This is an optimization exercise on Yosys and OpenROAD, whose aim is small area, not a production implementation. No functional check of the RTL was part of this run. Power figures rest on the tool's default switching activity, not on a simulated workload.

### flow/config.mk
export PLATFORM = sky130hd
export DESIGN_NAME = Top_SR
export DESIGN_NICKNAME = Top_SR
export VERILOG_FILES = /design/flow/design.v
export SDC_FILE = /design/flow/constraint.sdc
export NUM_CORES = 4
export LEC_CHECK = 0
export CAP_MARGIN = 20
export CORE_MARGIN = 2
export CORE_UTILIZATION = 40
export PLACE_DENSITY = 0.6
export SLEW_MARGIN = 20
### flow/constraint.sdc
create_clock -name core_clock -period 10.0 [get_ports {clk_in}]
set_input_delay 2.0000 -clock core_clock [delete_from_list [all_inputs] [get_ports {clk_in}]]
set_output_delay 2.0000 -clock core_clock [all_outputs]
set_load 0.01 [all_outputs]
### flow/design.v
`timescale 1ns / 1ps
module SR_Control #(
    parameter DATA_WIDTH=170,  
    parameter CNT_WIDTH=8,  
    parameter SHIFT_DIRECTION=1  
   ) (
    input [DATA_WIDTH-1:0] din,  
    input clk,  
    input rst,  
    input start,  
    output reg data_out,  
    output reg load_sr,  
    output reg [CNT_WIDTH-1:0] count_delay,  
    output clk_sr_en  
    );
reg [4:0] current_state_out, next_state_out;
reg [CNT_WIDTH-1:0] count;
reg en_clk;
parameter s0=5'b00001;
parameter s1=5'b00010;
parameter s2=5'b00100;
parameter s3=5'b01000;
parameter s4=5'b10000;
assign clk_sr_en=en_clk;
always@(posedge clk or posedge rst)
 begin
  if(rst)
   begin
   current_state_out<=s0;
   end
  else
   begin
   current_state_out<=next_state_out;
   end
 end  
always@(current_state_out or rst or start or count)
 begin
  if(rst)
   begin
    next_state_out=s0;
   end
  else
   begin
    case(current_state_out)
     s0:
       begin
        if(start) begin next_state_out=s1; end
        else begin next_state_out=s0; end
       end
     s1,s2:
       begin
        if(count==DATA_WIDTH) 
         begin
         next_state_out=s3;
         end
        else
         begin
         next_state_out=s2;
         end
       end
     s3:
       begin
       next_state_out=s4;
       end
     s4:
       begin
       next_state_out=s0;
       end
     default: next_state_out=s0;
    endcase
   end
 end
always@(posedge clk)
 begin
  case(next_state_out)
    s1,s2:
      begin
        en_clk <= 1'b1;
      end
    default:
      begin
        en_clk <= 1'b0;
      end
  endcase
 end
always@(posedge clk or posedge rst)
begin
 if(rst)
  begin
  count<=0;
  count_delay<=0;
  data_out<=1'b0;
  load_sr<=1'b0;
  end
 else
  begin
   case(next_state_out)
    s0:
      begin
      count<=0;
      count_delay<=0;
      data_out<=1'b0;
      load_sr<=1'b0;
      end
    s1,s2:
      begin
       count<=count+1'b1;
       count_delay<=count_delay+1'b1;
       if(SHIFT_DIRECTION)
        begin
        data_out<=din[DATA_WIDTH-1-count];
        end
       else
        begin
        data_out<=din[count];
        end
       load_sr<=1'b0;
      end
    s3:
      begin
      count<=0;
      count_delay<=count_delay+1'b1;
      data_out<=1'b0;
      load_sr<=1'b1;
      end
    s4:
      begin
      count<=0;
      count_delay<=0;
      data_out<=1'b0;
      load_sr<=1'b0;
      end
    default:
      begin
      count<=0;
      count_delay<=0;
      data_out<=1'b0;
      load_sr<=1'b0;
      end
   endcase
  end
end
endmodule
`timescale 1ns / 1ps
module Receive_Data #(parameter DATA_WIDTH=170,   
                      parameter CNT_WIDTH=8,  
                      parameter SHIFT_DIRECTION=1,  
                      parameter READ_DELAY=0  
   ) (
    input data_in,  
    input clk,  
    input rst,  
    input start,  
    output reg [DATA_WIDTH-1:0] dout,  
    output reg valid  
    );
reg [2:0] current_state_in, next_state_in;
reg [DATA_WIDTH-1:0] dout_tmp;
reg [CNT_WIDTH:0] cnt;    
parameter s0=3'b001;
parameter s1=3'b010;
parameter s2=3'b100;
parameter s3=3'b000;
always@(posedge clk or posedge rst)
begin
if(rst)
 begin
 current_state_in<=s0;
 end
else
 begin
 current_state_in<=next_state_in;
 end
end
always@(current_state_in or rst or start or cnt)
begin
if(rst)
 begin
 next_state_in=s0;
 end
else
 begin
  case(current_state_in)
    s0: next_state_in=(start == 1'b1 && READ_DELAY == 0)?s2:
                      (start == 1'b1 && READ_DELAY == 1)?s3:
                      (start == 1'b1 && READ_DELAY == 2)?s1:s0; 
    s1: next_state_in=s3; 
    s3: next_state_in=s2;    
    s2: next_state_in=(cnt==DATA_WIDTH)?s0:s2;
    default: next_state_in=s0;
  endcase
 end
end
always@(posedge clk or posedge rst)
begin
 if(rst)
 begin
  cnt<=0;
  dout_tmp<=0;
 end
 else
 begin
  case(next_state_in)
   s0:
     begin
     cnt<=0;
     dout_tmp<=0;
     end
   s1,s3:  
     begin
     cnt<=0;
     dout_tmp<=0;
     end 
   s2:
     begin
     cnt<=cnt+1'b1;
     if(SHIFT_DIRECTION)
      begin
      dout_tmp[DATA_WIDTH-1-cnt]<=data_in;
      end
     else
      begin
      dout_tmp[cnt]<=data_in;
      end
     end
   default:
     begin
     cnt<=0;
     dout_tmp<=0;
     end
   endcase
 end
end
always@(posedge clk or posedge rst)
begin
 if(rst)
  begin
   dout<=0;
   valid<=0;
  end
 else
  begin
   if(cnt==DATA_WIDTH)
    begin
     dout<=dout_tmp;
     valid<=1;
    end
   else
    begin
     dout<=dout;
     valid<=0;
    end
  end
end
endmodule
`timescale 1ns / 1ps
module Format_Data #(parameter DATA_WIDTH=170,  
                     parameter VALID_WIDTH=32,  
                     parameter NUM_WIDTH=4,  
                     parameter FIFO_WIDTH=36,  
                     parameter NUMBER=DATA_WIDTH/VALID_WIDTH+1,  
                     parameter TOTAL_DATA_WIDTH=NUMBER*VALID_WIDTH  
   ) (
   input clk,
   input rst,
   input start,
   input [DATA_WIDTH-1:0] data_in,
   input fifo_full,
   input valid,
   output reg fifo_wr_en,
   output reg [FIFO_WIDTH-1:0] data_out
   );
reg [NUM_WIDTH-1:0] counter;
reg [TOTAL_DATA_WIDTH-1:0] multi;
reg [3:0] current_state, next_state;
parameter s0=4'b0001;
parameter s1=4'b0010;
parameter s2=4'b0100;
parameter s3=4'b1000;
always@(posedge clk or posedge rst)
begin
if(rst)
 begin
 current_state<=s0;
 end
else
 begin
 current_state<=next_state;
 end
end
always@(current_state or rst or valid or counter or start or fifo_full)
begin
 if(rst)
  begin
  next_state=s0;
  end
 else
  begin
   case(current_state)
     s0:next_state=(start==1)?s1:s0;
     s1:next_state=(valid==1&&fifo_full==0)?s2:s1;
     s2:next_state=(fifo_full==1)?s3:
                     (counter==0)?s0:s2;
     s3:next_state=(fifo_full==0)?s2:s3;                
     default:next_state=s0;
    endcase
  end
end
always@(posedge clk or posedge rst)
begin
if(rst)
 begin
 counter <= 0;
 multi <= 0;
 data_out <= 0;
 fifo_wr_en <= 0;
 end
else
 begin
  case(next_state)
   s0:
     begin
     counter <= 0;
     multi <= 0;
     data_out <= 0;
     fifo_wr_en <= 0;
     end
   s1:
     begin
     counter <= NUMBER;
     multi <= {VALID_WIDTH{1'b1}} << TOTAL_DATA_WIDTH-VALID_WIDTH;
     data_out <= 0;
     fifo_wr_en <= 0;
     end
   s2:
     begin
     counter <= counter - 1'b1;    
     data_out <= (data_in & multi)>> (counter-1'b1)*VALID_WIDTH;
     multi <= multi >> VALID_WIDTH;
     fifo_wr_en <= 1;
     end
   s3:
     begin
     counter <= counter;
     multi <= multi;
     data_out <= data_out;
     fifo_wr_en <= 0;
     end
   default:
     begin
     counter <= 0;
     multi <= 0;
     data_out <= 0;
     fifo_wr_en <= 0;
     end
  endcase
 end
end
endmodule
`timescale 1ns / 1ps
module Top_SR #(parameter WIDTH=170,  
                parameter CNT_WIDTH=8,  
                parameter VALID_WIDTH=32,  
                parameter NUM_WIDTH=4,  
                parameter FIFO_WIDTH=36,  
                parameter SHIFT_DIRECTION=1,  
                parameter READ_TRIG_SRC=0,  
                parameter READ_DELAY=1  
   ) (
    input clk_in,  
    input rst,  
    input start,  
    input [WIDTH-1:0] din,  
    input data_in,  
    input fifo_full,  
    output clk_sr_en,  
    output data_out,  
    output load_sr,  
    output fifo_wr_en,  
    output [FIFO_WIDTH-1:0] fifo_din  
    );
wire trig;
wire valid;
wire [CNT_WIDTH-1:0] count_delay;
wire [WIDTH-1:0] data_receive;
SR_Control #(.DATA_WIDTH(WIDTH), .CNT_WIDTH(CNT_WIDTH), .SHIFT_DIRECTION(SHIFT_DIRECTION))
     sr_control_0(
        .din(din),
        .clk(clk_in),
        .rst(rst),
        .start(start),
        .data_out(data_out),
        .load_sr(load_sr),
        .count_delay(count_delay),
        .clk_sr_en(clk_sr_en)
        );
assign trig= (READ_TRIG_SRC==1)? load_sr: start;
Receive_Data #(.DATA_WIDTH(WIDTH), .CNT_WIDTH(CNT_WIDTH), .SHIFT_DIRECTION(SHIFT_DIRECTION), .READ_DELAY(READ_DELAY))
     receive_data_0(
        .data_in(data_in),
        .clk(clk_in),
        .rst(rst),
        .start(trig),
        .valid(valid),
        .dout(data_receive)
        );
Format_Data #(.DATA_WIDTH(WIDTH), .VALID_WIDTH(VALID_WIDTH), .NUM_WIDTH(NUM_WIDTH), .FIFO_WIDTH(FIFO_WIDTH))
     format_data_inst (
        .clk(clk_in),
        .rst(rst),
        .start(start),
        .data_in(data_receive),
        .fifo_full(fifo_full),
        .valid(valid),
        .fifo_wr_en(fifo_wr_en),
        .data_out(fifo_din)
        );
endmodule
### flow/run.sh
#!/bin/bash
# synth_recipe.tcl (not shown) runs the flow's synth.tcl, then flattens the netlist and writes it again
# the make line also repeats each setting of config.mk as NAME=value (left out here)
make -C /OpenROAD-flow-scripts/flow DESIGN_CONFIG=/design/flow/config.mk WORK_HOME=/design/flow/orfs CLKGATE_MAP_FILE= SYNTH_SCRIPT=/design/flow/synth_recipe.tcl finish
==> summary.txt <==
through the flow:
| step | hold WS, ns | cell area [µm²] |
|---|---|---|
| after floorplan | 0.471 | 21700 |
| after global routing | 0.505 | 26200 |
| final | 0.474 | 26200 |
| after global placement | 0.464 | 24500 |
| after detailed placement | 0.470 | 24500 |
| after CTS | 0.483 | 26200 |
power groups by stage:
| stage | Clock [mW] | Sequential [mW] | Combinational [mW] |
|---|---|---|---|
| 4_1_cts | 1.83 | 1.71 | 0.341 |
| 3_5_place_dp | 0 | 1.74 | 0.340 |
| 6_report | 1.80 | 1.71 | 0.344 |
| 5_1_grt | 1.91 | 1.71 | 0.367 |
| 3_3_place_gp | 0 | 1.74 | 0.336 |
| 2_1_floorplan | 0 | 1.74 | 0.183 |
cell usage in the layout, fill, tap and decap left out, drive strengths merged, types with 13 or more instances in the layout:
| master | count |
|---|---|
| a21oi | 127 |
| a221oi | 17 |
| a22oi | 81 |
| and3 | 17 |
| buf | 42 |
| clkbuf | 74 |
| clkdlybuf4s50 | 213 |
| dfrtp | 415 |
| ha | 19 |
| inv | 26 |
| mux2 | 170 |
| mux2i | 64 |
| mux4 | 48 |
| nand2 | 152 |
| nand3 | 109 |
| nand4 | 65 |
| nor2 | 80 |
| nor3 | 31 |
| nor4 | 23 |
| o21ai | 139 |
| o311ai | 15 |
| o31ai | 37 |
| o41ai | 14 |
| or3 | 13 |
| xnor2 | 23 |
kinds of logic after synthesis:
| kind of cell | after synthesis | share of synthesized area (%) |
|---|---|---|
| fa+ha+maj | 19 | 1.09 |
| mux | 282 | 16.7 |
| compound gates | 530 | 16.0 |
| buf+inv | 188 | 3.42 |
| xor+xnor | 34 | 1.40 |
| simple gates | 549 | 13.1 |
| flops | 419 | 48.2 |
per-layer routing:
| metal | global-route usage, % | vias to the layer above | wire [µm] |
|---|---|---|---|
| li1 | - | 7964 | - |
| met5 | 0 | - | 23 |
| met1 | 39.0 | 9294 | 33700 |
| met3 | 4.54 | 108 | 5280 |
| met4 | 7.83 | 4 | 1850 |
| met2 | 39.0 | 714 | 32600 |
flip-flops by register name (all words and copies together) (netlist names), 2 cells and up:
name                             flops
format_data_inst.data_out           36
receive_data_0.dout                170
format_data_inst.current_state       4
sr_control_0.count                   8
receive_data_0.current_state_in      2
format_data_inst.counter             4
receive_data_0.cnt                   9
format_data_inst.multi               6
receive_data_0.dout_tmp            170
sr_control_0.current_state_out       5
final cells by class:
cell class	count	area share [%]
Tap cell	696	3.32
Inverter	27	0.401
Clock inverter	16	0.869
Timing Repair Buffer	255	9.42
Sequential cell	419	40.0
Clock buffer	74	5.34
Multi-Input combinational cell	1414	40.6
worst paths after layout:
| path | cells after the start | slack (ns) | end |
|---|---|---|---|
| min reg2reg | 2 | 0.47 | format_data_inst.data_out[29]$_DFFE_PP0P_ |
| max reg2reg | 15 | 4.07 | receive_data_0.dout_tmp[158]$_DFF_PP0_ |
| max in group asynchronous | 4 | 5.88 | receive_data_0.dout_tmp[109]$_DFF_PP0_ |
| min | 2 | 0.47 | format_data_inst.data_out[29]$_DFFE_PP0P_ |
| min in group asynchronous | 2 | 1.91 | sr_control_0.current_state_out[3]$_DFF_PP0_ |
| max | 15 | 4.07 | receive_data_0.dout_tmp[158]$_DFF_PP0_ |
worst max-delay path, cell delays in order, from the launching register on:
cell      delay (ns)
dfrtp_1         0.56
inv_1           0.14
ha_1            0.40
or4b_1          0.61
nor3_2          0.17
o31ai_1         0.10
buf_4           0.19
or3_1           0.40
ha_1            0.22
or3_1           0.38
nor4_1          0.51
o211ai_1        0.37
nor3_2          0.99
buf_4           0.39
nand4_1         0.16
mux2i_1         0.18
==> out/qor.csv <==
stage,metric,value,unit
clock_tree,cts_tree,yes,
yosys,ys.flop_type,dfrtp_1,
global_route,grt_usage,26.2,%
clock_tree,cts_made_buffers,48,
layout,multi_input_comb_area,0.0106,mm²
yosys,synthTopCellsByArea,"dfrtp_1, mux2_2, mux4_2",
drt,final_antenna_net_count,0,
global_route,antenna_found_initial,2,
drt,drt-initial-drc-count,1886,
worst_setup_path,path_class,reg -> reg,
timing,maxSlewHeadroom,16.5,%
timing,fin_worst_skew,0.0295,ns
worst_setup_path,critPathLaunchType,flip-flop,
yosys,synth_common_cells,"dfrtp_1, mux2_2, nand2_1, o21ai_0, a21oi_1",
timing,fin_crit_sh,59.3,%
timing,tns,0,ns
yosys,synth_seq_cells,419,
timing,tightestPinTransition,1.23,ns
global_route,grt_pass1_wl,114000,µm
yosys,synth-edff-count,0,
power_and_ir_drop,pwr-share-comb,8.9,%
timing,finalSetupViolCount,0,
floorplan,initial_core_util,40.4,%
min_path,hold_path_startpoint,format_data_inst.data_out[29]$_DFFE_PP0P_,
layout,fin_util,48.7,%
floorplan,core_area,0.0538,mm²
timing,rsz0062_at_grt,false,
drt,via_per_inst,6.23,
power_and_ir_drop,p_sw,0.947,mW
yosys,yosys.area.top_type_share,47.8,%
power_and_ir_drop,internal_power,2.91,mW
layout,final_layout_size_suffix_gt1_share,17.8,%
worst_setup_path,worstPathRequired,10.46,ns
min_path,min_path_type,reg -> reg,
power_and_ir_drop,swShare,24.6,%
floorplan,die_x,237,µm
clock_tree,postCtsHoldBufs,0,
yosys,synth_area,0.0217,mm²
drt,via_count,18100,
run_status,status,"complete, no violations",
floorplan,rows,85,
drt,wl_per_cell,25.3,µm
layout,syn_to_final_growth,20.5,%
power_and_ir_drop,power,3.86,mW
drt,dr.pass1.iters,5,
clock_tree,htree_num_levels,2,
worst_setup_path,timing.rr.start,receive_data_0.cnt[1]$_DFF_PP0_,
timing,hold_viol,0,
run,max_cap_viol_count,0,
placed_design,post-place-ws,4.20,ns
power_and_ir_drop,ir_worst_vdd,0.000111,V
placed_design,place_hpwl,49400,µm
worst_setup_path,worstPathMaxFanout,16,
timing,max_clock_freq,169,MHz
power_and_ir_drop,powerDensity,147,mW/mm²
power_and_ir_drop,power_leakage,10.9,nW
placed_design,place_congestion,0.907,
timing,finalMaxSlewViolations,0,
floorplan,io_pins,215,
drt,wirelength,73500,µm
floorplan,die_area,0.0562,mm²
placed_design,portBuffers,214,
clock_tree,clockRootBuffer,clkbuf_16,
yosys,yosys.area.top_type,dfrtp_1,
layout,fill_cells,4812,
clock_tree,postCtsSetupBuffers,0,
global_route,grt_overflow,0,
yosys,syn_inst,2021,
clock_tree,clkTransAtPathRegs,0.06,ns
yosys,synth_nets,2215,
yosys,synth.most_common_cell,dfrtp_1,
power_and_ir_drop,seq_power_share,44.3,%
timing,min_period,5.93,ns
yosys,async_reset_ff_share,99.8,%
power_and_ir_drop,pwr-share-clk,46.8,%
worst_setup_path,cp.arrival,6.38,ns
yosys,yosysWarnings,3,
worst_setup_path,critical_path.endpoint_type,flip-flop,
layout,num-nets-final,2359,
drt,remaining_drc_errors,0,
clock_tree,cts_buffer_depth,3,
layout,final_cells,2901,
clock_tree,post_cts_resize_count,0,
layout,num_antenna_cells,0,
clock_tree,cts.sinks,419,
yosys,syn_avg_cell_area,10.8,µm²
worst_setup_path,cp-startpoint,receive_data_0.cnt[1]$_DFF_PP0_,
clock_tree,clkLatencyLatePin,0.60,ns
global_route,grt_pass1_vias,18000,
global_route,grt_max_degree,174,
placed_design,dpl.cell_count,2811,
floorplan,die_y,237,µm
yosys,yosysUniqueCellTypes,87,
layout,final-seq-area,0.0105,mm²
timing,finalWorstSetupSlack,4.07,ns
yosys,ys_seq_area_share,48.2,%

==> static timing again, ports no longer ideal <==
In the flow no input, the clock included, has a driving cell. The finished layout below was timed again as built, in two steps.
Step 1: set_driving_cell puts a clkbuf_16 on clk_in and a buf_2 on each other input, an assumption about the parent block.
Step 2 also shifts input and output timing later by t, the mid clock arrival at the registers, as if the neighbouring blocks saw the same clock.
Slacks: no drivers / after step 1 / after step 2; pairs: no drivers / after step 1.
shift t [ns]: 0.641
slack for setup (ns): 4.075 / 4.075 / 4.075
worst hold slack (ns): 0.474 / 0.474 / 0.474
clock arrival spread, ns: 0.030 / 0.029
After both steps this run still meets setup and hold. For this run, drivers alone change the setup slack by 0.000 ns; drivers and shift together by 0.000 ns.
